Background: an optimization exercise with open tools, aiming at small area and a short achievable clock period. Do not read the settings as production practice. No run shown here included a check of the RTL's function; only the layout flow was run. Power figures rest on the tool's default switching activity, not on a simulated workload.

==> flow/design.v (outline; a module is shown in full before it is edited, if it fits) <==
// module cpu: 861 lines
module cpu( 
    input clk,                           
    input RST,                           
    output [23:0] AB,                    
    output sync,                         
    input [7:0] DI,                      
    output reg [7:0] DO,                 
    output WE,                           
    input IRQ,                           
    input NMI,                           
    input RDY,                           
    input debug );
  // ...
==> flow/run.sh <==
#!/bin/bash
# synth_recipe.tcl (not shown) runs the flow's synth.tcl, then flattens the netlist and writes it again
# the make line also repeats each setting of config.mk as NAME=value (left out here)
make -C /OpenROAD-flow-scripts/flow DESIGN_CONFIG=/design/flow/config.mk WORK_HOME=/design/flow/orfs CLKGATE_MAP_FILE= SYNTH_SCRIPT=/design/flow/synth_recipe.tcl finish
==> flow/config.mk <==
export PLATFORM = sky130hd
export DESIGN_NAME = cpu
export DESIGN_NICKNAME = cpu
export VERILOG_FILES = /design/flow/design.v
export SDC_FILE = /design/flow/constraint.sdc
export NUM_CORES = 4
export LEC_CHECK = 0
export ABC_AREA = 1
export CAP_MARGIN = 20
export CORE_MARGIN = 2
export CORE_UTILIZATION = 40
export CTS_BUF_LIST = sky130_fd_sc_hd__clkbuf_8
export PLACE_DENSITY = 0.6
export SETUP_SLACK_MARGIN = 4
export SLEW_MARGIN = 20
==> flow/constraint.sdc <==
create_clock -name core_clock -period 11.0 [get_ports {clk}]
set_input_delay 2.2000 -clock core_clock [delete_from_list [all_inputs] [get_ports {clk}]]
set_output_delay 2.2000 -clock core_clock [all_outputs]
set_load 0.01 [all_outputs]
==> flow_summary.json, run 1 <==
{
  "path_max_fanout": 5,
  "fin_crit_ps": 6920,
  "portBuffers": 43,
  "post-cts-setup-buffers": 26,
  "layout.sequential_cells": 222,
  "crit_arrival_ps": 4720,
  "fin_util": 0.460,
  "postSynthNetCount": 3266,
  "crit_slowest_cell": "sky130_fd_sc_hd__ha_4",
  "worst_r2r_path_depth": 30,
  "first_global_vias": 20900,
  "first_iter_violations": 2520,
  "power_density_nw_per_um2": 312,
  "yosys_warning_total": 1,
  "wl_met1_mm": 35.3,
  "finalCritPeriodShare": 0.629,
  "place_hpwl_mm": 62.5,
  "post-place-ws_ps": 2640,
  "outcome": "no timing/DRC/antenna violations",
  "top_power_group": "combinational logic",
  "sequential_power_share": 0.214,
  "final.fill_count": 5301,
  "synth.ff_latch_count": 222,
  "max-vdd-ir-drop_mv": 0.170,
  "max_cap_violations": 0,
  "timing.critical_path.from": "DI[3]",
  "dr_wl_met3_mm": 6.95,
  "layout.cells.most_common_list": "sky130_fd_sc_hd__nand2_1, sky130_fd_sc_hd__inv_1, sky130_fd_sc_hd__nor2_1",
  "yosys-mux-area-fraction": 0.00196,
  "timing_worst_setup_path_type": "input port to output port",
  "share_comb_of_total_power": 0.654
}
==> module cpu, before the edit <==
module cpu( 
    input clk,                           
    input RST,                           
    output [23:0] AB,                    
    output sync,                         
    input [7:0] DI,                      
    output reg [7:0] DO,                 
    output WE,                           
    input IRQ,                           
    input NMI,                           
    input RDY,                           
    input debug );                       
 parameter
    SYNC  = 6'd0,
    IMM0  = 6'd1,
    PHA0  = 6'd2,
    PLA0  = 6'd3,
    ZPG0  = 6'd4,
    DATA  = 6'd5,
    ABS0  = 6'd6,
    ABS1  = 6'd7,
    BRA0  = 6'd8,
    JSR0  = 6'd9,
    JSR1  = 6'd10,
    JSR2  = 6'd11,
    RTS0  = 6'd12,
    RTS1  = 6'd13,
    RTS2  = 6'd14,
    JMP0  = 6'd15,
    JMP1  = 6'd16,
    IDX0  = 6'd17,
    IDX1  = 6'd18,
    IDX2  = 6'd19,
    BRK0  = 6'd20,
    BRK1  = 6'd21,
    BRK2  = 6'd22,
    BRK3  = 6'd23,
    RTI0  = 6'd24,
    IND0  = 6'd25,
    IND1  = 6'd26,
    ZPW0  = 6'd27,
    ABW0  = 6'd28,
    ABW1  = 6'd29,
    RMW0  = 6'd30,
    RMW1  = 6'd31,
    BRK4  = 6'd32,
    JMPW  = 6'd33,
    INDW  = 6'd34,
    ABSW  = 6'd35,
    ABWW  = 6'd36,
    JSRW  = 6'd37,
    JSRH  = 6'd38,
    JSRL  = 6'd39,
    JSR3  = 6'd40,
    JSR4  = 6'd41,
    RTSW  = 6'd42,
    IMMR  = 6'd43,
    ABSR  = 6'd44,
    ZPGR  = 6'd45,
    IDXR  = 6'd46,
    PHAR  = 6'd47,
    PHAS  = 6'd48,
    PLAR  = 6'd49;
parameter
    NOP   = 2'b00,
    LDA   = 2'b01,
    STA   = 2'b10,
    RMW   = 2'b11;
parameter
    DST__ = 2'b00,
    DST_X = 2'b01,
    DST_Y = 2'b10,
    DST_A = 2'b11;
parameter
    SRC__ = 2'b00,
    SRC_Z = 2'b00,
    SRC_X = 2'b01,
    SRC_Y = 2'b10,
    SRC_A = 2'b11;
parameter
    SEL_Z = 2'b00,
    SEL_X = 2'b01,
    SEL_Y = 2'b10,
    SEL_A = 2'b11;
parameter
    FLAG____ = 2'b00,
    FLAG_ADD = 2'b01,
    FLAG_CMP = 2'b10,
    FLAG_BIT = 2'b11;
parameter
    IZ = SEL_Z,
    IX = SEL_X,
    IY = SEL_Y;
parameter
    IDX___ = 2'b00,      
    IDX_X_ = 2'b01,      
    IDX__Y = 2'b10,      
    IDX_XY = 2'b11;      
parameter  
    ALU_____ = 9'b00_000_00_00,
    ALU_REG  = 9'b00_000_00_00,  
    ALU_INCA = 9'b00_000_00_01,  
    ALU_DECA = 9'b00_000_10_00,  
    ALU_LDA  = 9'b00_001_00_00,  
    ALU_INCM = 9'b00_001_00_01,  
    ALU_DECM = 9'b00_001_10_00,  
    ALU_ADC  = 9'b00_000_01_10,  
    ALU_CMP  = 9'b00_000_11_01,  
    ALU_SBC  = 9'b00_000_11_10,  
    ALU_ORA  = 9'b00_100_00_00,  
    ALU_AND  = 9'b00_101_00_00,  
    ALU_EOR  = 9'b00_110_00_00,  
    ALU_TSX  = 9'b00_111_00_00,  
    ALU_PLA  = 9'b01_000_00_00,  
    ALU_ASLA = 9'b10_000_00_00,  
    ALU_ROLA = 9'b10_000_00_11,  
    ALU_LSRA = 9'b11_000_00_00,  
    ALU_RORA = 9'b11_000_00_11,  
    ALU_ASLM = 9'b10_001_00_00,  
    ALU_ROLM = 9'b10_001_00_11,  
    ALU_LSRM = 9'b11_001_00_00,  
    ALU_RORM = 9'b11_001_00_11;  
parameter
    AB_ZPGX = 11'b00_1_00_100_11_0,   
    AB_ABSX = 11'b10_1_00_010_01_0,   
    AB_PUSH = 11'b01_0_00_000_00_0,   
    AB_PULL = 11'b01_0_00_000_00_1,   
    AB_HOLD = 11'b10_0_00_011_00_0,   
    AB_NEXT = 11'b10_0_00_011_00_1,   
    AB_INCR = 11'b10_1_00_011_00_1,   
    AB_OPER = 11'b00_0_01_001_00_0,   
    AB_FWRD = 11'b10_0_01_001_10_0,   
    AB_JMP1 = 11'b10_0_01_010_00_1,   
    AB_JMP0 = 11'b10_0_01_010_01_0,   
    AB_BACK = 11'b11_0_01_001_10_0,   
    AB_NMIV = 11'b01_0_10_000_00_0,   
    AB_IRQV = 11'b01_0_11_000_00_0;   
parameter
    WE___ = 2'b00,                   
    WE_1_ = 2'b01,                   
    WE_ST = 2'b10;                   
parameter
    DR___ = 1'b0,                    
    DR_DI = 1'b1;                    
parameter
    DO____ = 3'b000,
    DO_ALU = 3'b000,
    DO_PCL = 3'b001,
    DO_PCH = 3'b010,
    DO_PHP = 3'b011,
    DO_PC3 = 3'b100;
parameter
    S____  = 2'b00,
    S_INC  = 2'b01,
    S_DEC  = 2'b10;
parameter
    AB_16  = 2'b00,
    AB_24  = 2'b01,
    AB_32  = 2'b10,
    AB_48  = 2'b11;
parameter
    R_08  = 2'b00,
    R_16  = 2'b01,
    R_24  = 2'b10,
    R_32  = 2'b11;
function [24:0] dec;
    input [7:0] op;
    input p0;
    case( op )
         8'h6D: dec = { FLAG_ADD, LDA, SRC_A, DST_A, ALU_ADC , IZ, (p0) ? ABSW : ABS0 };  
         8'h7D: dec = { FLAG_ADD, LDA, SRC_A, DST_A, ALU_ADC , IX, (p0) ? ABSW : ABS0 };  
         8'h79: dec = { FLAG_ADD, LDA, SRC_A, DST_A, ALU_ADC , IY, (p0) ? ABSW : ABS0 };  
         8'h69: dec = { FLAG_ADD, LDA, SRC_A, DST_A, ALU_ADC , IZ, IMM0 };  
         8'h65: dec = { FLAG_ADD, LDA, SRC_A, DST_A, ALU_ADC , IZ, ZPG0 };  
         8'h72: dec = { FLAG_ADD, LDA, SRC_A, DST_A, ALU_ADC , IZ, IDX0 };  
         8'h61: dec = { FLAG_ADD, LDA, SRC_A, DST_A, ALU_ADC , IX, IDX0 };  
         8'h75: dec = { FLAG_ADD, LDA, SRC_A, DST_A, ALU_ADC , IX, ZPG0 };  
         8'h71: dec = { FLAG_ADD, LDA, SRC_A, DST_A, ALU_ADC , IY, IDX0 };  
         8'hED: dec = { FLAG_ADD, LDA, SRC_A, DST_A, ALU_SBC , IZ, (p0) ? ABSW : ABS0 };  
         8'hFD: dec = { FLAG_ADD, LDA, SRC_A, DST_A, ALU_SBC , IX, (p0) ? ABSW : ABS0 };  
         8'hF9: dec = { FLAG_ADD, LDA, SRC_A, DST_A, ALU_SBC , IY, (p0) ? ABSW : ABS0 };  
         8'hE9: dec = { FLAG_ADD, LDA, SRC_A, DST_A, ALU_SBC , IZ, IMM0 };  
         8'hE5: dec = { FLAG_ADD, LDA, SRC_A, DST_A, ALU_SBC , IZ, ZPG0 };  
         8'hF2: dec = { FLAG_ADD, LDA, SRC_A, DST_A, ALU_SBC , IZ, IDX0 };  
         8'hE1: dec = { FLAG_ADD, LDA, SRC_A, DST_A, ALU_SBC , IX, IDX0 };  
         8'hF5: dec = { FLAG_ADD, LDA, SRC_A, DST_A, ALU_SBC , IX, ZPG0 };  
         8'hF1: dec = { FLAG_ADD, LDA, SRC_A, DST_A, ALU_SBC , IY, IDX0 };  
         8'h2D: dec = { FLAG____, LDA, SRC_A, DST_A, ALU_AND , IZ, (p0) ? ABSW : ABS0 };  
         8'h3D: dec = { FLAG____, LDA, SRC_A, DST_A, ALU_AND , IX, (p0) ? ABSW : ABS0 };  
         8'h39: dec = { FLAG____, LDA, SRC_A, DST_A, ALU_AND , IY, (p0) ? ABSW : ABS0 };  
         8'h29: dec = { FLAG____, LDA, SRC_A, DST_A, ALU_AND , IZ, IMM0 };  
         8'h25: dec = { FLAG____, LDA, SRC_A, DST_A, ALU_AND , IZ, ZPG0 };  
         8'h32: dec = { FLAG____, LDA, SRC_A, DST_A, ALU_AND , IZ, IDX0 };  
         8'h21: dec = { FLAG____, LDA, SRC_A, DST_A, ALU_AND , IX, IDX0 };  
         8'h35: dec = { FLAG____, LDA, SRC_A, DST_A, ALU_AND , IX, ZPG0 };  
         8'h31: dec = { FLAG____, LDA, SRC_A, DST_A, ALU_AND , IY, IDX0 };  
         8'h0D: dec = { FLAG____, LDA, SRC_A, DST_A, ALU_ORA , IZ, (p0) ? ABSW : ABS0 };  
         8'h1D: dec = { FLAG____, LDA, SRC_A, DST_A, ALU_ORA , IX, (p0) ? ABSW : ABS0 };  
         8'h19: dec = { FLAG____, LDA, SRC_A, DST_A, ALU_ORA , IY, (p0) ? ABSW : ABS0 };  
         8'h09: dec = { FLAG____, LDA, SRC_A, DST_A, ALU_ORA , IZ, IMM0 };  
         8'h05: dec = { FLAG____, LDA, SRC_A, DST_A, ALU_ORA , IZ, ZPG0 };  
         8'h12: dec = { FLAG____, LDA, SRC_A, DST_A, ALU_ORA , IZ, IDX0 };  
         8'h01: dec = { FLAG____, LDA, SRC_A, DST_A, ALU_ORA , IX, IDX0 };  
         8'h15: dec = { FLAG____, LDA, SRC_A, DST_A, ALU_ORA , IX, ZPG0 };  
         8'h11: dec = { FLAG____, LDA, SRC_A, DST_A, ALU_ORA , IY, IDX0 };  
         8'hAD: dec = { FLAG____, LDA, SRC_A, DST_A, ALU_LDA , IZ, (p0) ? ABSW : ABS0 };  
         8'hBD: dec = { FLAG____, LDA, SRC_A, DST_A, ALU_LDA , IX, (p0) ? ABSW : ABS0 };  
         8'hB9: dec = { FLAG____, LDA, SRC_A, DST_A, ALU_LDA , IY, (p0) ? ABSW : ABS0 };  
         8'hA9: dec = { FLAG____, LDA, SRC_A, DST_A, ALU_LDA , IZ, IMM0 };  
         8'hA5: dec = { FLAG____, LDA, SRC_A, DST_A, ALU_LDA , IZ, ZPG0 };  
         8'hB2: dec = { FLAG____, LDA, SRC_A, DST_A, ALU_LDA , IZ, IDX0 };  
         8'hA1: dec = { FLAG____, LDA, SRC_A, DST_A, ALU_LDA , IX, IDX0 };  
         8'hB5: dec = { FLAG____, LDA, SRC_A, DST_A, ALU_LDA , IX, ZPG0 };  
         8'hB1: dec = { FLAG____, LDA, SRC_A, DST_A, ALU_LDA , IY, IDX0 };  
         8'hCD: dec = { FLAG_CMP, NOP, SRC_A, DST__, ALU_CMP , IZ, (p0) ? ABSW : ABS0 };  
         8'hDD: dec = { FLAG_CMP, NOP, SRC_A, DST__, ALU_CMP , IX, (p0) ? ABSW : ABS0 };  
         8'hD9: dec = { FLAG_CMP, NOP, SRC_A, DST__, ALU_CMP , IY, (p0) ? ABSW : ABS0 };  
         8'hC9: dec = { FLAG_CMP, NOP, SRC_A, DST__, ALU_CMP , IZ, IMM0 };  
         8'hC5: dec = { FLAG_CMP, NOP, SRC_A, DST__, ALU_CMP , IZ, ZPG0 };  
         8'hD2: dec = { FLAG_CMP, NOP, SRC_A, DST__, ALU_CMP , IZ, IDX0 };  
         8'hC1: dec = { FLAG_CMP, NOP, SRC_A, DST__, ALU_CMP , IX, IDX0 };  
         8'hD5: dec = { FLAG_CMP, NOP, SRC_A, DST__, ALU_CMP , IX, ZPG0 };  
         8'hD1: dec = { FLAG_CMP, NOP, SRC_A, DST__, ALU_CMP , IY, IDX0 };  
         8'h4D: dec = { FLAG____, LDA, SRC_A, DST_A, ALU_EOR , IZ, (p0) ? ABSW : ABS0 };  
         8'h5D: dec = { FLAG____, LDA, SRC_A, DST_A, ALU_EOR , IX, (p0) ? ABSW : ABS0 };  
         8'h59: dec = { FLAG____, LDA, SRC_A, DST_A, ALU_EOR , IY, (p0) ? ABSW : ABS0 };  
         8'h49: dec = { FLAG____, LDA, SRC_A, DST_A, ALU_EOR , IZ, IMM0 };  
         8'h45: dec = { FLAG____, LDA, SRC_A, DST_A, ALU_EOR , IZ, ZPG0 };  
         8'h52: dec = { FLAG____, LDA, SRC_A, DST_A, ALU_EOR , IZ, IDX0 };  
         8'h41: dec = { FLAG____, LDA, SRC_A, DST_A, ALU_EOR , IX, IDX0 };  
         8'h55: dec = { FLAG____, LDA, SRC_A, DST_A, ALU_EOR , IX, ZPG0 };  
         8'h51: dec = { FLAG____, LDA, SRC_A, DST_A, ALU_EOR , IY, IDX0 };  
         8'h8D: dec = { FLAG____, STA, SRC_A, DST__, ALU_REG , IZ, (p0) ? ABSW : ABS0 };  
         8'h9D: dec = { FLAG____, STA, SRC_A, DST__, ALU_REG , IX, (p0) ? ABSW : ABS0 };  
         8'h99: dec = { FLAG____, STA, SRC_A, DST__, ALU_REG , IY, (p0) ? ABSW : ABS0 };  
         8'h85: dec = { FLAG____, STA, SRC_A, DST__, ALU_REG , IZ, ZPG0 };  
         8'h92: dec = { FLAG____, STA, SRC_A, DST__, ALU_REG , IZ, IDX0 };  
         8'h81: dec = { FLAG____, STA, SRC_A, DST__, ALU_REG , IX, IDX0 };  
         8'h95: dec = { FLAG____, STA, SRC_A, DST__, ALU_REG , IX, ZPG0 };  
         8'h91: dec = { FLAG____, STA, SRC_A, DST__, ALU_REG , IY, IDX0 };  
         8'h0A: dec = { FLAG____, LDA, SRC_A, DST_A, ALU_ASLA, IZ, SYNC };  
         8'h4A: dec = { FLAG____, LDA, SRC_A, DST_A, ALU_LSRA, IZ, SYNC };  
         8'h2A: dec = { FLAG____, LDA, SRC_A, DST_A, ALU_ROLA, IZ, SYNC };  
         8'h6A: dec = { FLAG____, LDA, SRC_A, DST_A, ALU_RORA, IZ, SYNC };  
         8'h0E: dec = { FLAG____, RMW, SRC__, DST__, ALU_ASLM, IZ, (p0) ? ABWW : ABW0 };  
         8'h1E: dec = { FLAG____, RMW, SRC__, DST__, ALU_ASLM, IX, (p0) ? ABWW : ABW0 };  
         8'h06: dec = { FLAG____, RMW, SRC__, DST__, ALU_ASLM, IZ, ZPW0 };  
         8'h16: dec = { FLAG____, RMW, SRC__, DST__, ALU_ASLM, IX, ZPW0 };  
         8'h4E: dec = { FLAG____, RMW, SRC__, DST__, ALU_LSRM, IZ, (p0) ? ABWW : ABW0 };  
         8'h5E: dec = { FLAG____, RMW, SRC__, DST__, ALU_LSRM, IX, (p0) ? ABWW : ABW0 };  
         8'h46: dec = { FLAG____, RMW, SRC__, DST__, ALU_LSRM, IZ, ZPW0 };  
         8'h56: dec = { FLAG____, RMW, SRC__, DST__, ALU_LSRM, IX, ZPW0 };  
         8'h2E: dec = { FLAG____, RMW, SRC__, DST__, ALU_ROLM, IZ, (p0) ? ABWW : ABW0 };  
         8'h3E: dec = { FLAG____, RMW, SRC__, DST__, ALU_ROLM, IX, (p0) ? ABWW : ABW0 };  
         8'h26: dec = { FLAG____, RMW, SRC__, DST__, ALU_ROLM, IZ, ZPW0 };  
         8'h36: dec = { FLAG____, RMW, SRC__, DST__, ALU_ROLM, IX, ZPW0 };  
         8'h6E: dec = { FLAG____, RMW, SRC__, DST__, ALU_RORM, IZ, (p0) ? ABWW : ABW0 };  
         8'h7E: dec = { FLAG____, RMW, SRC__, DST__, ALU_RORM, IX, (p0) ? ABWW : ABW0 };  
         8'h66: dec = { FLAG____, RMW, SRC__, DST__, ALU_RORM, IZ, ZPW0 };  
         8'h76: dec = { FLAG____, RMW, SRC__, DST__, ALU_RORM, IX, ZPW0 };  
         8'h90: dec = { FLAG____, NOP, SRC__, DST__, ALU_____, IZ, BRA0 };  
         8'hB0: dec = { FLAG____, NOP, SRC__, DST__, ALU_____, IZ, BRA0 };  
         8'hF0: dec = { FLAG____, NOP, SRC__, DST__, ALU_____, IZ, BRA0 };  
         8'h30: dec = { FLAG____, NOP, SRC__, DST__, ALU_____, IZ, BRA0 };  
         8'hD0: dec = { FLAG____, NOP, SRC__, DST__, ALU_____, IZ, BRA0 };  
         8'h10: dec = { FLAG____, NOP, SRC__, DST__, ALU_____, IZ, BRA0 };  
         8'h80: dec = { FLAG____, NOP, SRC__, DST__, ALU_____, IZ, BRA0 };  
         8'h50: dec = { FLAG____, NOP, SRC__, DST__, ALU_____, IZ, BRA0 };  
         8'h70: dec = { FLAG____, NOP, SRC__, DST__, ALU_____, IZ, BRA0 };  
         8'h2C: dec = { FLAG_BIT, NOP, SRC_A, DST__, ALU_AND , IZ, (p0) ? ABSW : ABS0 };  
         8'h3C: dec = { FLAG_BIT, NOP, SRC_A, DST__, ALU_AND , IX, (p0) ? ABSW : ABS0 };  
         8'h89: dec = { FLAG_BIT, NOP, SRC_A, DST__, ALU_AND , IZ, IMM0 };  
         8'h24: dec = { FLAG_BIT, NOP, SRC_A, DST__, ALU_AND , IZ, ZPG0 };  
         8'h34: dec = { FLAG_BIT, NOP, SRC_A, DST__, ALU_AND , IX, ZPG0 };  
         8'h18: dec = { FLAG____, NOP, SRC__, DST__, ALU_____, IZ, SYNC };  
         8'hD8: dec = { FLAG____, NOP, SRC__, DST__, ALU_____, IZ, SYNC };  
         8'h58: dec = { FLAG____, NOP, SRC__, DST__, ALU_____, IZ, SYNC };  
         8'hB8: dec = { FLAG____, NOP, SRC__, DST__, ALU_____, IZ, SYNC };  
         8'h38: dec = { FLAG____, NOP, SRC__, DST__, ALU_____, IZ, SYNC };  
         8'hF8: dec = { FLAG____, NOP, SRC__, DST__, ALU_____, IZ, SYNC };  
         8'h78: dec = { FLAG____, NOP, SRC__, DST__, ALU_____, IZ, SYNC };  
         8'hEA: dec = { FLAG____, NOP, SRC__, DST__, ALU_____, IZ, SYNC };  
         8'hEC: dec = { FLAG_CMP, NOP, SRC_X, DST__, ALU_CMP , IZ, (p0) ? ABSW : ABS0 };  
         8'hE0: dec = { FLAG_CMP, NOP, SRC_X, DST__, ALU_CMP , IZ, IMM0 };  
         8'hE4: dec = { FLAG_CMP, NOP, SRC_X, DST__, ALU_CMP , IZ, ZPG0 };  
         8'hCC: dec = { FLAG_CMP, NOP, SRC_Y, DST__, ALU_CMP , IZ, (p0) ? ABSW : ABS0 };  
         8'hC0: dec = { FLAG_CMP, NOP, SRC_Y, DST__, ALU_CMP , IZ, IMM0 };  
         8'hC4: dec = { FLAG_CMP, NOP, SRC_Y, DST__, ALU_CMP , IZ, ZPG0 };  
         8'hCE: dec = { FLAG____, RMW, SRC__, DST__, ALU_DECM, IZ, (p0) ? ABWW : ABW0 };  
         8'hDE: dec = { FLAG____, RMW, SRC__, DST__, ALU_DECM, IX, (p0) ? ABWW : ABW0 };  
         8'hC6: dec = { FLAG____, RMW, SRC__, DST__, ALU_DECM, IZ, ZPW0 };  
         8'hD6: dec = { FLAG____, RMW, SRC__, DST__, ALU_DECM, IX, ZPW0 };  
         8'hEE: dec = { FLAG____, RMW, SRC__, DST__, ALU_INCM, IZ, (p0) ? ABWW : ABW0 };  
         8'hFE: dec = { FLAG____, RMW, SRC__, DST__, ALU_INCM, IX, (p0) ? ABWW : ABW0 };  
         8'hE6: dec = { FLAG____, RMW, SRC__, DST__, ALU_INCM, IZ, ZPW0 };  
         8'hF6: dec = { FLAG____, RMW, SRC__, DST__, ALU_INCM, IX, ZPW0 };  
         8'h3A: dec = { FLAG____, LDA, SRC_A, DST_A, ALU_DECA, IZ, SYNC };  
         8'hCA: dec = { FLAG____, LDA, SRC_X, DST_X, ALU_DECA, IZ, SYNC };  
         8'h88: dec = { FLAG____, LDA, SRC_Y, DST_Y, ALU_DECA, IZ, SYNC };  
         8'h1A: dec = { FLAG____, LDA, SRC_A, DST_A, ALU_INCA, IZ, SYNC };  
         8'hE8: dec = { FLAG____, LDA, SRC_X, DST_X, ALU_INCA, IZ, SYNC };  
         8'hC8: dec = { FLAG____, LDA, SRC_Y, DST_Y, ALU_INCA, IZ, SYNC };  
         8'hAA: dec = { FLAG____, LDA, SRC_A, DST_X, ALU_REG , IZ, SYNC };  
         8'hA8: dec = { FLAG____, LDA, SRC_A, DST_Y, ALU_REG , IZ, SYNC };  
         8'hBA: dec = { FLAG____, LDA, SRC__, DST_X, ALU_TSX , IZ, SYNC };  
         8'h8A: dec = { FLAG____, LDA, SRC_X, DST_A, ALU_REG , IZ, SYNC };  
         8'h9A: dec = { FLAG____, NOP, SRC_X, DST__, ALU_REG , IZ, SYNC };  
         8'h98: dec = { FLAG____, LDA, SRC_Y, DST_A, ALU_REG , IZ, SYNC };  
         8'h00: dec = { FLAG____, NOP, SRC__, DST__, ALU_____, IZ, BRK0 };  
         8'h4C: dec = { FLAG____, NOP, SRC__, DST__, ALU_____, IZ, (p0) ? JMPW : JMP0 };  
         8'h6C: dec = { FLAG____, NOP, SRC__, DST__, ALU_____, IZ, (p0) ? INDW : IND0 };  
         8'h7C: dec = { FLAG____, NOP, SRC__, DST__, ALU_____, IX, (p0) ? INDW : IND0 };  
         8'h20: dec = { FLAG____, NOP, SRC__, DST__, ALU_____, IZ, (p0) ? JSRW : JSR0 };  
         8'h40: dec = { FLAG____, NOP, SRC__, DST__, ALU_____, IZ, RTI0 };  
         8'h60: dec = { FLAG____, NOP, SRC__, DST__, ALU_____, IZ, RTS0 };  
         8'hAE: dec = { FLAG____, LDA, SRC__, DST_X, ALU_LDA , IZ, (p0) ? ABSW : ABS0 };  
         8'hBE: dec = { FLAG____, LDA, SRC__, DST_X, ALU_LDA , IY, (p0) ? ABSW : ABS0 };  
         8'hA2: dec = { FLAG____, LDA, SRC__, DST_X, ALU_LDA , IZ, IMM0 };  
         8'hA6: dec = { FLAG____, LDA, SRC__, DST_X, ALU_LDA , IZ, ZPG0 };  
         8'hB6: dec = { FLAG____, LDA, SRC__, DST_X, ALU_LDA , IY, ZPG0 };  
         8'hAC: dec = { FLAG____, LDA, SRC__, DST_Y, ALU_LDA , IZ, (p0) ? ABSW : ABS0 };  
         8'hBC: dec = { FLAG____, LDA, SRC__, DST_Y, ALU_LDA , IX, (p0) ? ABSW : ABS0 };  
         8'hA0: dec = { FLAG____, LDA, SRC__, DST_Y, ALU_LDA , IZ, IMM0 };  
         8'hA4: dec = { FLAG____, LDA, SRC__, DST_Y, ALU_LDA , IZ, ZPG0 };  
         8'hB4: dec = { FLAG____, LDA, SRC__, DST_Y, ALU_LDA , IX, ZPG0 };  
         8'h48: dec = { FLAG____, NOP, SRC_A, DST__, ALU_REG , IZ, PHA0 };  
         8'hDA: dec = { FLAG____, NOP, SRC_X, DST__, ALU_REG , IZ, PHA0 };  
         8'h5A: dec = { FLAG____, NOP, SRC_Y, DST__, ALU_REG , IZ, PHA0 };  
         8'h68: dec = { FLAG____, LDA, SRC__, DST_A, ALU_PLA , IZ, PLA0 };  
         8'hFA: dec = { FLAG____, LDA, SRC__, DST_X, ALU_PLA , IZ, PLA0 };  
         8'h7A: dec = { FLAG____, LDA, SRC__, DST_Y, ALU_PLA , IZ, PLA0 };  
         8'h08: dec = { FLAG____, NOP, SRC__, DST__, ALU_REG , IZ, PHA0 };  
         8'h28: dec = { FLAG____, NOP, SRC__, DST__, ALU_____, IZ, PLA0 };  
         8'h8E: dec = { FLAG____, STA, SRC_X, DST__, ALU_REG , IZ, (p0) ? ABSW : ABS0 };  
         8'h86: dec = { FLAG____, STA, SRC_X, DST__, ALU_REG , IZ, ZPG0 };  
         8'h96: dec = { FLAG____, STA, SRC_X, DST__, ALU_REG , IY, ZPG0 };  
         8'h8C: dec = { FLAG____, STA, SRC_Y, DST__, ALU_REG , IZ, (p0) ? ABSW : ABS0 };  
         8'h84: dec = { FLAG____, STA, SRC_Y, DST__, ALU_REG , IZ, ZPG0 };  
         8'h94: dec = { FLAG____, STA, SRC_Y, DST__, ALU_REG , IX, ZPG0 };  
         8'h9C: dec = { FLAG____, STA, SRC_Z, DST__, ALU_REG , IZ, (p0) ? ABSW : ABS0 };  
         8'h9E: dec = { FLAG____, STA, SRC_Z, DST__, ALU_REG , IX, (p0) ? ABSW : ABS0 };  
         8'h64: dec = { FLAG____, STA, SRC_Z, DST__, ALU_REG , IZ, ZPG0 };  
         8'h74: dec = { FLAG____, STA, SRC_Z, DST__, ALU_REG , IX, ZPG0 };  
         8'h0F: dec = { FLAG____, NOP, SRC__, DST__, ALU_____, IZ, SYNC };  
         8'h1F: dec = { FLAG____, NOP, SRC__, DST__, ALU_____, IZ, SYNC };  
         8'h4F: dec = { FLAG____, NOP, SRC__, DST__, ALU_____, IZ, SYNC };  
         8'h8F: dec = { FLAG____, NOP, SRC__, DST__, ALU_____, IZ, SYNC };  
         8'h5F: dec = { FLAG____, NOP, SRC__, DST__, ALU_____, IZ, SYNC };  
         8'h9F: dec = { FLAG____, NOP, SRC__, DST__, ALU_____, IZ, SYNC };  
         8'h1C: dec = { 21'b00_00_00_00_00_000000000_00, (p0) ? ABSW : ABS0 };  
         8'h14: dec = { 21'b00_00_00_00_00_000000000_00, ZPG0 };  
         8'h0C: dec = { 21'b00_00_00_00_00_000000000_00, (p0) ? ABSW : ABS0 };  
         8'h04: dec = { 21'b00_00_00_00_00_000000000_00, ZPG0 };  
       default: dec = { 19'b0, IZ, SYNC };
    endcase
endfunction
function [20:0] busop;
    input [5:0] st;
    input r;                             
    input c;                             
    input d7;                            
    case( st )
        ABSW:                    busop = { S____, IDX___, DO____, DR_DI, WE___, AB_OPER };
        ABS0:                    busop = { S____, IDX___, DO____, DR_DI, WE___, AB_OPER };
        ABS1:                    busop = { S____, IDX_XY, DO_ALU, DR___, WE_ST, AB_ABSX };
        ABSR:                    busop = { S____, IDX_XY, DO_ALU, DR_DI, WE_ST, AB_INCR };
        ABWW:                    busop = { S____, IDX___, DO____, DR_DI, WE___, AB_OPER };
        ABW0:                    busop = { S____, IDX___, DO____, DR_DI, WE___, AB_OPER };
        ABW1:                    busop = { S____, IDX_XY, DO____, DR___, WE___, AB_ABSX };
        BRA0: if( c & d7 ) busop = { S____, IDX___, DO____, DR___, WE___, AB_BACK };
             else if( c )    busop = { S____, IDX___, DO____, DR___, WE___, AB_FWRD };
             else               busop = { S____, IDX___, DO____, DR___, WE___, AB_OPER };
        BRK0:                    busop = { S_DEC, IDX___, DO_PCH, DR___, WE_1_, AB_PUSH };
        BRK1:                    busop = { S_DEC, IDX___, DO_PCL, DR___, WE_1_, AB_PUSH };
        BRK2:                    busop = { S_DEC, IDX___, DO_PHP, DR___, WE_1_, AB_IRQV };
        BRK3:                    busop = { S____, IDX___, DO____, DR_DI, WE___, AB_OPER };
        BRK4:                    busop = { S____, IDX___, DO____, DR___, WE___, AB_OPER };
        DATA:                    busop = { S____, IDX___, DO____, DR_DI, WE___, AB_OPER };
        IDX0:                    busop = { S____, IDX_X_, DO____, DR_DI, WE___, AB_ZPGX };
        IDX1:                    busop = { S____, IDX___, DO____, DR_DI, WE___, AB_NEXT };
        IDX2:                    busop = { S____, IDX__Y, DO_ALU, DR___, WE_ST, AB_ABSX };
        IDXR:                    busop = { S____, IDX__Y, DO_ALU, DR_DI, WE_ST, AB_INCR };
        IMM0:                    busop = { S____, IDX___, DO____, DR_DI, WE___, AB_OPER };
        IMMR:                    busop = { S____, IDX___, DO____, DR_DI, WE___, AB_OPER };
        INDW:                    busop = { S____, IDX___, DO____, DR_DI, WE___, AB_OPER };
        IND0:                    busop = { S____, IDX___, DO____, DR_DI, WE___, AB_OPER };
        IND1:                    busop = { S____, IDX_X_, DO____, DR___, WE___, AB_JMP0 };
        JMPW:                    busop = { S____, IDX___, DO____, DR_DI, WE___, AB_OPER };
        JMP0:                    busop = { S____, IDX___, DO____, DR_DI, WE___, AB_OPER };
        JMP1:                    busop = { S____, IDX___, DO____, DR___, WE___, AB_JMP0 };
        JSRW:                    busop = { S_DEC, IDX___, DO_PC3, DR_DI, WE_1_, AB_PUSH };
        JSRH:                    busop = { S_DEC, IDX___, DO_PCH, DR___, WE_1_, AB_PUSH };
        JSR3:                    busop = { S____, IDX___, DO____, DR___, WE___, AB_OPER };
        JSR4:                    busop = { S____, IDX___, DO____, DR___, WE___, AB_OPER };
        JSRL:                    busop = { S_DEC, IDX___, DO_PCL, DR_DI, WE_1_, AB_PUSH };
        JSR0:                    busop = { S_DEC, IDX___, DO_PCH, DR_DI, WE_1_, AB_PUSH };
        JSR1:                    busop = { S_DEC, IDX___, DO_PCL, DR___, WE_1_, AB_PUSH };
        JSR2:                    busop = { S____, IDX___, DO____, DR___, WE___, AB_OPER };
        PHA0:                    busop = { S_DEC, IDX___, DO_PHP, DR___, WE_1_, AB_PUSH };
        PHAR:                    busop = { S_DEC, IDX___, DO_PHP, DR___, WE_1_, AB_PUSH };
        PHAS:                    busop = { S____, IDX___, DO____, DR___, WE___, AB_OPER };
        PLA0:                    busop = { S_INC, IDX___, DO____, DR_DI, WE___, AB_PULL };
        PLAR:                    busop = { S_INC, IDX___, DO____, DR_DI, WE___, AB_PULL };
        RMW0:                    busop = { S____, IDX___, DO____, DR_DI, WE___, AB_OPER };
        RMW1:                    busop = { S____, IDX___, DO_ALU, DR___, WE_1_, AB_HOLD };
        RTI0:                    busop = { S_INC, IDX___, DO____, DR___, WE___, AB_PULL };
        RTS0:                    busop = { S_INC, IDX___, DO____, DR___, WE___, AB_PULL };
        RTS1:                    busop = { S_INC, IDX___, DO____, DR_DI, WE___, AB_PULL };
        RTSW:                    busop = { S_INC, IDX___, DO____, DR_DI, WE___, AB_PULL };
        RTS2: if( r )          busop = { S____, IDX___, DO____, DR___, WE___, AB_JMP0 };
             else               busop = { S____, IDX___, DO____, DR___, WE___, AB_JMP1 };
        SYNC:                    busop = { S____, IDX___, DO____, DR___, WE___, AB_OPER };
        ZPG0:                    busop = { S____, IDX_XY, DO_ALU, DR___, WE_ST, AB_ZPGX };
        ZPGR:                    busop = { S____, IDX_XY, DO_ALU, DR_DI, WE_ST, AB_INCR };
        ZPW0:                    busop = { S____, IDX_XY, DO____, DR___, WE___, AB_ZPGX };
       default:                 busop = { S____, IDX___, DO____, DR___, WE___, AB_OPER };           
    endcase
endfunction
function [8:0] padd8;                    
    input [7:0] a;
    input [7:0] b;
    input c;
    reg [8:0] G, P, Gn, Pn;
    integer i, l;
    begin
        G = { a & b, c };
        P = { a ^ b, 1'b0 };
        for( l = 1; l < 9; l = l * 2 ) begin
            Gn = G;
            Pn = P;
            for( i = l; i < 9; i = i + 1 ) begin
                Gn[i] = G[i] | (P[i] & G[i - l]);
                Pn[i] = P[i] & P[i - l];
            end
            G = Gn;
            P = Pn;
        end
        padd8 = { G[8], (a ^ b) ^ G[7:0] };
    end
endfunction
function [23:0] allones;                 
    input [23:0] x;
    reg [23:0] P, Pn;
    integer i, l;
    begin
        P = { x[22:0], 1'b1 };
        for( l = 1; l < 24; l = l * 2 ) begin
            Pn = P;
            for( i = l; i < 24; i = i + 1 )
                Pn[i] = P[i] & P[i - l];
            P = Pn;
        end
        allones = P;
    end
endfunction
reg [23:0] PC;                           
reg [23:0] ab_hold;                      
reg [7:0] D4;                            
reg [7:0] D3;                            
reg [7:0] DR;                            
wire [7:0] IR;                           
reg [7:0] OP;                            
reg [2:0] PREFIX;                        
reg ABWDTH;                              
reg [1:0] RWDTH;                         
reg [1:0] RBYTES;                        
reg N, V, D, I, Z, C;                    
wire [7:0] P = { N, V, 1'b1, 1'b1, D, I, Z, C };
reg [23:0] XR, YR, AR;                   
reg [15:0] S;                            
reg [5:0] state;
reg [5:0] next_state;
assign sync = (state == SYNC);
reg [8:0] DIHOLD;
always @(posedge clk)
    case( state )
        PLA0: DIHOLD <= {1'b1, DI[7:0]};
        PHA0: DIHOLD <= {1'b1, DI[7:0]};
        RMW1: DIHOLD <= {1'b1, DI[7:0]};
     default: DIHOLD <= {1'b0, DI[7:0]};
    endcase
assign IR = DIHOLD[8] ? DIHOLD[7:0] : DI[7:0];
wire [7:0] OP_next = sync ? IR : OP;
always @(posedge clk)
    OP <= OP_next;
wire [24:0] op_dec = dec( OP, PREFIX[0] );      
wire [18:0] control = op_dec[24:6];
wire [1:0] ins_type = control[18:17];
wire adc_sbc = (ins_type == FLAG_ADD);
wire cmp     = (ins_type == FLAG_CMP);
wire bit_isn = (ins_type == FLAG_BIT);
wire store = control[16];
wire load = control[15];
wire [1:0] reg_dst = control[12:11];
reg [8:0] alu_op;                        
wire shift = alu_op[8];
wire clc = (OP == 8'h18);
wire sec = (OP == 8'h38);
wire cld = (OP == 8'hD8);
wire sed = (OP == 8'hF8);
wire cli = (OP == 8'h58);
wire sei = (OP == 8'h78);
wire rti = (OP == 8'h40);
wire clv = (OP == 8'hB8);
wire php = (OP == 8'h08) || (OP == 8'h00);
wire plp = (OP == 8'h28);
wire txs = (OP == 8'h9A);
wire variation = (OP == 8'h0F);
reg cond;
always @*
    casez( OP[7:4] )
        4'b000?: cond = ~N;
        4'b001?: cond =  N;
        4'b010?: cond = ~V;
        4'b011?: cond =  V;
        4'b1000: cond =  1;
        4'b1001: cond = ~C;
        4'b101?: cond =  C;
        4'b110?: cond = ~Z;
        4'b111?: cond =  Z;
    endcase
wire [20:0] bus_op = busop( state, rti, cond, DI[7] );
wire [10:0] ab_op = bus_op[10:0];
wire [1:0] we_op = bus_op[12:11];
wire dr_di = bus_op[13];
wire [2:0] do_op = bus_op[16:14];
wire pull = bus_op[19];
wire push = bus_op[20];
wire [24:0] ir_dec = dec( IR, PREFIX[0] );
wire [5:0] init_state = ir_dec[5:0];
always @* begin
    next_state = state;
    if( RST )
        next_state = BRK4;
    else case( state )
        SYNC:  next_state = init_state;
        ABSW:  next_state = ABS0;
        ABS0:  next_state = ABS1;
        ABS1:  if (RBYTES == 0) next_state = DATA;
               else next_state = ABSR;
        ABSR:  if (RBYTES == 0) next_state = DATA;
        ABWW:  next_state = ABWW;
        ABW0:  next_state = ABW1;
        ABW1:  next_state = RMW0;
        BRA0:  next_state = SYNC;
        BRK0:  next_state = BRK1;
        BRK1:  next_state = BRK2;
        BRK2:  next_state = BRK3;
        BRK3:  next_state = JMP0;
        BRK4:  next_state = BRK3;
        DATA:  next_state = SYNC;
        IDX0:  next_state = IDX1;
        IDX1:  next_state = IDX2;
        IDX2:  if (RBYTES == 0) next_state = DATA;
               else next_state = IDXR;
        IDXR:  if (RBYTES == 0) next_state = DATA;
        IMM0:  if (RBYTES == 0) next_state = SYNC;
               else next_state = IMMR;
        IMMR:  if (RBYTES == 0) next_state = SYNC;
        INDW:  next_state = IND0;
        IND0:  next_state = IND1;
        IND1:  next_state = (ABWDTH == 1'b0) ? JMP0 : JMPW;
        JMPW:  next_state = JMP0;
        JMP0:  next_state = JMP1;
        JMP1:  next_state = SYNC;
        JSRW:  next_state = JSRH;
        JSRH:  next_state = JSR3;
        JSR3:  next_state = JSRL;
        JSRL:  next_state = JSR4;
        JSR4:  next_state = JMP1;
        JSR0:  next_state = JSR1;
        JSR1:  next_state = JSR2;
        JSR2:  next_state = JMP1;
        PHA0:  if (RBYTES == 0) next_state = SYNC;
               else next_state = PHAR;
        PHAR:  if (RBYTES == 0) next_state = PHAS;
        PHAS:  next_state = SYNC;
        PLA0:  if (RBYTES == 0) next_state = SYNC;
               else next_state = PLAR;
        PLAR:  if (RBYTES == 0) next_state = SYNC;
        RMW0:  next_state = RMW1;
        RMW1:  next_state = SYNC;
        RTI0:  next_state = RTS0;
        RTS0:  next_state = (ABWDTH == 1'b0) ? RTS1 : RTSW;
        RTSW:  next_state = RTS1;
        RTS1:  next_state = RTS2;
        RTS2:  next_state = SYNC;
        ZPG0:  if (RBYTES == 0) next_state = DATA;
               else next_state = ZPGR;
        ZPGR:  if (RBYTES == 0) next_state = DATA;
        ZPW0:  next_state = RMW0;
        default:  next_state = SYNC;
    endcase
end
reg count;
always @*
    case( state )
        ABS1, ABSR, IDX2, IDXR, IMM0, IMMR, PHA0, PHAR, PLA0, PLAR, ZPG0, ZPGR:
            count = 1'b1;
        default:
            count = 1'b0;
    endcase
always @(posedge clk)
    state <= next_state;
always @(posedge clk)
    if( RST ) begin
        ABWDTH <= 1'b1;
        RWDTH <= R_08;
        RBYTES <= R_08;
        PREFIX <= { R_08, 1'b1 };
    end
    else begin
        if( sync ) begin
            ABWDTH <= PREFIX[0];
            RWDTH <= PREFIX[2:1];
            RBYTES <= PREFIX[2:1];
            if (IR[3:0] == 4'hF)
                PREFIX <= { IR[7:6], IR[4] };
            else if (IR == 8'h40) begin
                ABWDTH <= 1'b1;
                RWDTH <= R_08;
                PREFIX <= { R_08, 1'b1 };
            end
            else
                PREFIX <= { R_08, 1'b0 };
        end
        if( count && RBYTES != 0 )
            RBYTES <= RBYTES - 1'b1;
    end
wire [24:0] nop_dec = dec( OP_next, PREFIX[0] );
wire [20:0] nbus_op = busop( next_state, OP_next == 8'h40, 1'b0, 1'b0 );
wire nABWDTH = RST ? 1'b1 : (sync ? ((IR == 8'h40) ? 1'b1 : PREFIX[0]) : ABWDTH);
wire [1:0] nidx = nop_dec[7:6] & nbus_op[18:17];
reg bs_S, bs_PC, bs_D24, bs_D16, bs_H;   
reg [1:0] ab_x;                          
reg [1:0] ab_h;                          
reg ab_ci;
reg ab_bra;                              
reg ix_X, ix_Y;                          
reg src_X, src_Y, src_A;                 
always @(posedge clk) begin
    bs_S   <= ~nbus_op[5] & (nbus_op[4:3] == 2'b00);
    bs_PC  <= ~nbus_op[5] & (nbus_op[4:3] == 2'b01);
    bs_D24 <= ~nbus_op[5] & (nbus_op[4:3] == 2'b10) & nABWDTH;
    bs_D16 <= ~nbus_op[5] & (nbus_op[4:3] == 2'b10) & ~nABWDTH;
    bs_H   <= ~nbus_op[5] & (nbus_op[4:3] == 2'b11);
    ab_x   <= nbus_op[2:1];
    ab_h   <= nbus_op[10:9];
    ab_ci  <= nbus_op[0];
    ab_bra <= (next_state == BRA0);
    ix_X   <= (nidx == SEL_X);
    ix_Y   <= (nidx == SEL_Y);
    src_X  <= (nop_dec[20:19] == SEL_X);
    src_Y  <= (nop_dec[20:19] == SEL_Y);
    src_A  <= (nop_dec[20:19] == SEL_A);
    alu_op <= nop_dec[16:8];
end
wire [23:0] R = ({24{src_X}} & XR) | ({24{src_Y}} & YR) | ({24{src_A}} & AR);
wire [8:0] XY = ({9{ix_X}} & XR[8:0]) | ({9{ix_Y}} & YR[8:0]);
reg [23:0] R_IN;
reg [23:0] MEM;
reg [23:0] alu_ai;
reg [23:0] alu_bi;
reg alu_ci;
reg alu_si;
reg [23:0] alu_out;
reg alu_C, alu_N, alu_V;
wire alu_Z = (alu_out == 24'h000000);
always @* begin
    case( RWDTH )
        R_08: R_IN = { 16'h0000, R[7:0] };
        R_16: R_IN = { 8'h00, R[15:0] };
        default: R_IN = R;
    endcase
    case( RWDTH )
        R_24: MEM = { DR, D3, D4 };
        R_16: MEM = { 8'h00, DR, D3 };
        default: MEM = { 8'h00, 8'h00, DR };
    endcase
    casez( alu_op[6:4] )
        3'b0?0: alu_ai = R_IN;
        3'b0?1: alu_ai = MEM;
        3'b100: alu_ai = R_IN | MEM;
        3'b101: alu_ai = R_IN & MEM;
        3'b110: alu_ai = R_IN ^ MEM;
        3'b111: alu_ai = { 8'h00, S };
    endcase
    case( alu_op[3:2] )
        2'b00: alu_bi = 24'h000000;
        2'b01: alu_bi = MEM;
        2'b10: alu_bi = 24'hffffff;
        2'b11: alu_bi = ~MEM;
    endcase
    case( alu_op[1:0] )
        2'b01: alu_ci = 1'b1;
        2'b10: alu_ci = C;
        default: alu_ci = 1'b0;
    endcase
    {alu_C, alu_out} = alu_ai + alu_bi + alu_ci;
    alu_si = C & alu_op[0];
    if( alu_op[8] )
        if( alu_op[7] )
            {alu_out, alu_C} = {alu_si, alu_out};
        else
            {alu_C, alu_out} = {alu_out, alu_si};
    else if( alu_op[7] )
        alu_out = { 16'h0000, DI };
    alu_N = (RWDTH == R_24) ? alu_out[23] : (RWDTH == R_16) ? alu_out[15] : alu_out[7];
    alu_V = (RWDTH == R_24) ? (alu_ai[23] ^ alu_bi[23] ^ alu_C ^ alu_N) :
            (RWDTH == R_16) ? (alu_ai[15] ^ alu_bi[15] ^ alu_C ^ alu_N) :
                              (alu_ai[7]  ^ alu_bi[7]  ^ alu_C ^ alu_N);
end
wire reg_we = load & ~store & sync;
always @(posedge clk)
    if( reg_we && reg_dst == SEL_X )
        XR <= alu_out;
always @(posedge clk)
    if( reg_we && reg_dst == SEL_Y )
        YR <= alu_out;
always @(posedge clk)
    if( reg_we && reg_dst == SEL_A )
        AR <= alu_out;
    else if( variation )                 
        AR <= {16'h6502, R_16, AB_24, 4'h0};
reg [15:0] s_run;
integer si;
always @* begin
    s_run[0] = 1'b1;
    for( si = 1; si < 16; si = si + 1 )
        s_run[si] = s_run[si - 1] & (S[si - 1] ^ push);
end
always @(posedge clk)
    if( txs )              S <= R[15:0];
    else if( push | pull ) S <= S ^ s_run;
wire [23:0] base = ({24{bs_S}} & { 8'h00, S })
                 | ({24{bs_PC}} & PC)
                 | ({24{bs_D24}} & { DI, DR, D3 })
                 | ({24{bs_D16}} & { 8'h00, DI, DR })
                 | ({24{bs_H}} & ab_hold);
wire [1:0] x_op = ab_bra ? { cond, 1'b0 } : ab_x;
wire [1:0] h_op = ab_bra ? { cond, cond & DI[7] } : ab_h;
wire [7:0] abl_a = (x_op == 2'b11) ? XY[7:0] : base[7:0];
wire [7:0] abl_b = ((x_op == 2'b01) ? XY[7:0] : 8'h00) | (x_op[1] ? DI : 8'h00);
wire [8:0] abl_sum = padd8( abl_a, abl_b, ab_ci );
wire abl_co = abl_sum[8] ^ (x_op[0] & XY[8]);
wire [15:0] abh_base = base[23:8];
wire abh_down = (h_op == 2'b11);
wire [23:0] abh_run = allones( { 8'h00, abh_base ^ {16{abh_down}} } );
wire abh_flip = h_op[0] ^ (h_op[1] & abl_co);
wire [15:0] abh = abh_base ^ ({16{abh_flip}} & abh_run[15:0]);
assign AB = { abh, abl_sum[7:0] };
always @(posedge clk)
    if( ab_op[8] )
        ab_hold <= AB;
always @(posedge clk)
    if( RST )
        PC <= 24'hfffffa;
    else case( ab_op[7:6] )
        2'b01: PC <= AB + 1'b1;
        2'b10: PC <= 24'hfffff7;
        2'b11: PC <= 24'hfffffd;
      default:;
    endcase
assign WE = we_op[0] | (we_op[1] & store);
always @(posedge clk)
    if( dr_di ) begin
        D4 <= D3;
        D3 <= DR;
        DR <= DI;
    end
function [7:0] bytesel;
    input [23:0] x;
    input [1:0] w;
    input [1:0] n;
    if( w == R_08 ) bytesel = x[7:0];
    else if( w == R_16 ) bytesel = (n == 2'd1) ? x[7:0] : x[15:8];
    else bytesel = (n == 2'd2) ? x[7:0] : (n == 2'd1) ? x[15:8] : x[23:16];
endfunction
reg [8:0] rmw_in;
always @*
    case( RWDTH )
        R_16: rmw_in = { DR[0], D3 };
        R_24: rmw_in = { D3[0], D4 };
        default: rmw_in = { 1'b0, DR };
    endcase
wire [23:0] rmw_ones = allones( { 16'h0000, rmw_in[7:0] } );
wire [23:0] rmw_zeros = allones( { 16'h0000, ~rmw_in[7:0] } );
wire [7:0] rmw_inc = rmw_in[7:0] ^ rmw_ones[7:0];
wire [7:0] rmw_dec = rmw_in[7:0] ^ rmw_zeros[7:0];
reg [7:0] rmw_lo;                        
reg [7:0] rmw_hi;                        
always @*
    case( OP[7:5] )
        3'b000:  begin rmw_lo = { rmw_in[6:0], 1'b0 }; rmw_hi = 8'h00; end      
        3'b001:  begin rmw_lo = { rmw_in[6:0], C };    rmw_hi = 8'h00; end      
        3'b010:  begin rmw_lo = rmw_in[8:1];           rmw_hi = 8'h00; end      
        3'b011:  begin rmw_lo = rmw_in[8:1];           rmw_hi = { C, 7'h00 }; end   
        3'b110:  begin rmw_lo = rmw_dec;               rmw_hi = (DR == 8'h00) ? 8'hff : 8'h00; end   
        default: begin rmw_lo = rmw_inc;               rmw_hi = 8'h00; end      
    endcase
wire [7:0] do_reg = bytesel( R, RWDTH, RBYTES );
wire [7:0] do_rmw = (RWDTH == R_32) ? rmw_hi : rmw_lo;
always @*
    case( do_op )
        DO_PCL: DO = PC[7:0];
        DO_PCH: DO = PC[15:8];
        DO_PC3: DO = PC[23:16];
        DO_PHP: DO = php ? P : do_reg;
        default: DO = (state == RMW1) ? do_rmw : do_reg;
    endcase
always @(posedge clk)
    case( state )
        RTS0: if( rti )                         N <= DI[7];
        SYNC: if( plp )                         N <= DI[7];
              else if( bit_isn )                N <= DI[7];
              else if( load | cmp )             N <= alu_N;
     default:;
    endcase
always @(posedge clk)
    case( state )
        RTS0: if( rti )                         V <= DI[6];
        SYNC: if( plp )                         V <= DI[6];
              else if( clv )                    V <= 0;
              else if( bit_isn )                V <= DI[6];
              else if( adc_sbc )                V <= alu_V;
     default:;
    endcase
always @(posedge clk)
    case( state )
        RTS0: if( rti )                         D <= DI[3];
        SYNC: if( plp )                         D <= DI[3];
              else if( cld )                    D <= 0;
              else if( sed )                    D <= 1;
     default:;
    endcase
always @(posedge clk)
    case( state )
        BRK4:                                   I <= 1;
        RTS0: if( rti )                         I <= DI[2];
        SYNC: if( plp )                         I <= DI[2]; 
              else if( cli )                    I <= 0;
              else if( sei )                    I <= 1;
     default:;
    endcase
always @(posedge clk)
    case( state )
        RTS0: if( rti )                         Z <= DI[1];
        SYNC: if( plp )                         Z <= DI[1]; 
              else if( load | cmp | bit_isn )   Z <= alu_Z;
     default:;
    endcase
always @(posedge clk)
    case( state )
        RTS0: if( rti )                         C <= DI[0];
        SYNC: if( plp )                         C <= DI[0];
              else if( clc )                    C <= 0;
              else if( sec )                    C <= 1;
              else if( cmp | shift | adc_sbc )  C <= alu_C;
     default:;
    endcase
endmodule
==> inputs of run 2 (changes only) <==
--- a/flow/design.v
+++ b/flow/design.v
@@ -659,19 +659,15 @@
 wire plp = (OP == 8'h28);
 wire txs = (OP == 8'h9A);
 wire variation = (OP == 8'h0F);
-reg cond;
-always @*
-    casez( OP[7:4] )
-        4'b000?: cond = ~N;
-        4'b001?: cond =  N;
-        4'b010?: cond = ~V;
-        4'b011?: cond =  V;
-        4'b1000: cond =  1;
-        4'b1001: cond = ~C;
-        4'b101?: cond =  C;
-        4'b110?: cond = ~Z;
-        4'b111?: cond =  Z;
-    endcase
+reg bc_N, bc_V, bc_C, bc_Z, bc_inv;
+always @(posedge clk) begin
+    bc_N   <= (OP_next[7:6] == 2'b00);
+    bc_V   <= (OP_next[7:6] == 2'b01);
+    bc_C   <= (OP_next[7:5] == 3'b101) | (OP_next[7:4] == 4'b1001);
+    bc_Z   <= (OP_next[7:6] == 2'b11);
+    bc_inv <= ~OP_next[5];
+end
+wire cond = bc_inv ^ ((bc_N & N) | (bc_V & V) | (bc_C & C) | (bc_Z & Z));
 wire [20:0] bus_op = busop( state, rti, cond, DI[7] );
 wire [10:0] ab_op = bus_op[10:0];
 wire [1:0] we_op = bus_op[12:11];
@@ -936,10 +932,8 @@
         R_24: rmw_in = { D3[0], D4 };
         default: rmw_in = { 1'b0, DR };
     endcase
-wire [23:0] rmw_ones = allones( { 16'h0000, rmw_in[7:0] } );
-wire [23:0] rmw_zeros = allones( { 16'h0000, ~rmw_in[7:0] } );
-wire [7:0] rmw_inc = rmw_in[7:0] ^ rmw_ones[7:0];
-wire [7:0] rmw_dec = rmw_in[7:0] ^ rmw_zeros[7:0];
+wire [7:0] rmw_inc = rmw_in[7:0] + 8'h01;
+wire [7:0] rmw_dec = rmw_in[7:0] - 8'h01;
 reg [7:0] rmw_lo;                        
 reg [7:0] rmw_hi;                        
 always @*
==> run 2 against run 1 <==
Sequential power is 3% higher. Hold slack worse by 14 ps. Die area is 1.5% higher. Critical path type unchanged.
==> flow_summary.json, run 2 <==
{
  "min-delay-path-class": "flip-flop to flip-flop",
  "final_layout_size_suffix_gt1_frac": 0.113,
  "setup-tns-final_ps": 0,
  "die_footprint_um2": 53700,
  "floorplan.initialDensity": 0.405,
  "die_h_um": 232,
  "share_comb_of_total_power": 0.661,
  "crit_arrival_ps": 4730,
  "gp_congestion": 1.01,
  "synth.cell_area_um2": 20800,
  "timing_worst_setup_path_type": "input port to output port",
  "cts_tree": "done",
  "ioPinCount": 48,
  "postCtsHoldBufs": 0,
  "first_global_vias": 21200,
  "max_transition_margin": 0.210,
  "final.fill_count": 5410,
  "num_vias": 23400,
  "synth.ff_latch_count": 227,
  "layout.cells.most_common": "sky130_fd_sc_hd__nand2_1",
  "drv_slew": 0,
  "timing.final.hold_violations": 0,
  "postSynthNetCount": 3316,
  "globalRouteTotalUtil": 0.305,
  "layout.cells.most_common_list": "sky130_fd_sc_hd__nand2_1, sky130_fd_sc_hd__inv_1, sky130_fd_sc_hd__nor2_1",
  "synth_top_area_share": 0.205,
  "number_of_nets_in_the_final_layout": 3396,
  "grt_overflow_total": 0,
  "flow.area_growth_from_synthesis_pct": 14.7,
  "ys.flop_type": "sky130_fd_sc_hd__edfxtp_1",
  "place_hpwl_mm": 63.2,
  "portBuffers": 43,
  "max_cap_violations": 0,
  "yosys-top-cells-count": "sky130_fd_sc_hd__nand2_1, sky130_fd_sc_hd__inv_1, sky130_fd_sc_hd__nor2_1, sky130_fd_sc_hd__nand3_1, sky130_fd_sc_hd__o21ai_0",
  "syn_area_per_cell_um2": 6.48,
  "synth_enable_flop_cells": 142,
  "synth_sequential_area_ratio": 0.287,
  "clock_tree.htree_level_count": 2,
  "drc_errors": 0,
  "fin_crit_ps": 6930,
  "critPathCaptureType": "output port",
  "insertion_delay_ps": 640,
  "power.share.clock": 0.125,
  "max_freq_ghz": 0.144,
  "sequential_power_share": 0.214,
  "fp-row-count": 83,
  "crit_slowest_cell": "sky130_fd_sc_hd__ha_4",
  "cts.clk_slew.worst_paths_ps": 50,
  "postRouteWirelength_mm": 84.3,
  "tritoncts.num_buffers": 44,
  "maximum_root_to_sink_buffer_count": 3,
  "die_x_um": 232,
  "clock_sinks": 227,
  "core_region_area_um2": 51300,
  "max-vdd-ir-drop_mv": 0.144,
  "avgRoutedWirePerCell_um": 21.1,
  "synth_most_common_cell": "sky130_fd_sc_hd__nand2_1",
  "power_density_nw_per_um2": 311,
  "critPathBufInv": 6,
  "grt_setup_unrepaired": "yes",
  "outcome": "no timing/DRC/antenna violations",
  "intPower_mw": 3.31,
  "synth_area_leaders": "sky130_fd_sc_hd__edfxtp_1, sky130_fd_sc_hd__nand2_1, sky130_fd_sc_hd__dfxtp_1",
  "async_flop_share": 0,
  "power_switching_share": 0.553,
  "finalHoldWorstSlack_ps": 482,
  "finalCritPeriodShare": 0.630,
  "avgViaCountPerCell": 5.85,
  "worst_slew_pin_slew_ps": 1180,
  "synthDominantAreaCellType": "sky130_fd_sc_hd__edfxtp_1",
  "worst_clock_skew_ps": 44.7,
  "path_max_fanout": 4,
  "regToRegSetupSlack_ps": 4570,
  "dr.pass1.iters": 6,
  "final_antenna_net_count": 0,
  "cts.root.buffer_cell": "sky130_fd_sc_hd__clkbuf_8",
  "grt_first_pass_wirelength_mm": 126,
  "timing.critical_path.from_type": "input port",
  "critical_path_required_ps": 8800,
  "grt_antenna_before_repair": 3,
  "switching_power_mw": 4.09,
  "finalSetupViolCount": 0,
  "leakagePower_nw": 11.2,
  "netlist_instances": 3203,
  "synthDistinctLibCells": 69,
  "crit_path_cell_trace": "clkdlybuf4s15_1 > buf_8 > inv_8 > o22ai_4 > ha_4 > nand2_4 > nor2_4 > nand3_2 > nand3_2 > nand2_2 > nand2_4 > nand2_2 > nand2_2 > nand2_4 > buf_4 > buf_4 > nor2_2 > xor2_2 > dlygate4sd2_1",
  "yosys_warning_total": 1,
  "first_iter_violations": 2800,
  "grt_start_max_net_pins": 39,
  "timing.critical_path.max_delay_family": "buffers and inverters",
  "max_stage_delay_ps": 320
}
==> run 2: worst paths after layout <==
check / from / endpoint / depth (start not counted)
max: DI[6] / AB[9] / 19
min reg2reg: PREFIX[2]$_SDFFE_PP0P_ / PREFIX[2]$_SDFFE_PP0P_ / 2
min: PREFIX[2]$_SDFFE_PP0P_ / PREFIX[2]$_SDFFE_PP0P_ / 2
max reg2reg: RWDTH[1]$_SDFFE_PP0P_ / Z$_DFFE_PP_ / 26
==> run 2: final cells by class <==
class	count	area (µm²)	share of cell area
Multi-Input combinational cell	2427	13200	0.554
Sequential cell	227	5970	0.251
Inverter	454	1750	0.0737
Timing Repair Buffer	128	1080	0.0456
Tap cell	680	851	0.0357
Clock buffer	54	743	0.0312
Clock inverter	25	205	0.00862
Timing Repair inverter	1	5.00	0.000210
Antenna cell	1	2.50	0.000105
==> run 2: kinds of logic after synthesis <==
logic type,synth area share
adders and majority gates,0.0611
and+or+nand+nor,0.356
xor gates and xnor gates,0.0213
AOI/OAI and AO/OA,0.172
DFF,0.287
buffers and inverters,0.102
==> run 2: per-stage QoR <==
stage               instances  total power, mW   util  setup WS, ps  instance area [µm²]
floorplan                3203             4.53      -          4550                20800
global placement         3855             6.02  0.426          2530                21800
detailed placement       3855             6.06  0.426          2510                21800
CTS                      3981             7.15  0.457          4000                23400
global route             3997             7.89  0.464          3950                23800
finish                   3997             7.40  0.464          4070                23800
==> run 2: worst min-delay path, delay by kind of cell (launching register included) <==
family             cells  cell delay [ps]
DFF                    1              320
AOI/OAI and AO/OA      1               50
and+or+nand+nor        1               60
==> run 2: power by group through the flow <==
stage | Combinational, mW | Clock [mW] | Sequential (mW)
6_report | 4.89 | 0.924 | 1.58
5_1_grt | 5.31 | 0.971 | 1.61
4_1_cts | 4.64 | 0.937 | 1.58
3_5_place_dp | 4.47 | 0 | 1.59
3_3_place_gp | 4.44 | 0 | 1.59
2_1_floorplan | 3.09 | 0 | 1.44
==> run 2: layer usage <==
| layer | track usage | wire length [µm] |
|---|---|---|
| met5 | 0 | 13 |
| met4 | 0.114 | 3290 |
| met3 | 0.0500 | 7780 |
| met2 | 0.465 | 36500 |
| met1 | 0.431 | 36700 |
==> run 2: what timing repair did <==
item | CTS | global route
pin swaps | 27 | 34
cloned | 2 | 0
setup buffers | 45 | 15
endpoints found under the setup margin | 30 | 24
resized for setup | 122 | 73

-- port drivers added, routing unchanged --
The results above use ideal ports. As a check the final layouts listed here were re-extracted and re-timed, cells and wires unchanged.
Step 1: set_driving_cell puts a clkbuf_16 on clk and a buf_2 on each other input, an assumption about the parent block.
Step 2 moves the port delays by t, midway between the first and last clock arrival at a register: inputs arrive t later, outputs are due t later. That takes back most of the time a late clock gives input paths.
Three values: ideal, step 1, step 2; two values: the first two.
run | t (ns) | setup slack, ns | slew at the worst register clock pin (ns)
run 1 | 0.688 | 4.082 / 4.059 / 4.059 | 0.07 / 0.07
run 2 | 0.668 | 4.070 / 4.048 / 4.048 | 0.07 / 0.07
After both steps every run listed still meets setup and hold. The setup slack of run 1, which loses most, moves by -0.023 ns with the drivers and by -0.023 ns with both steps.
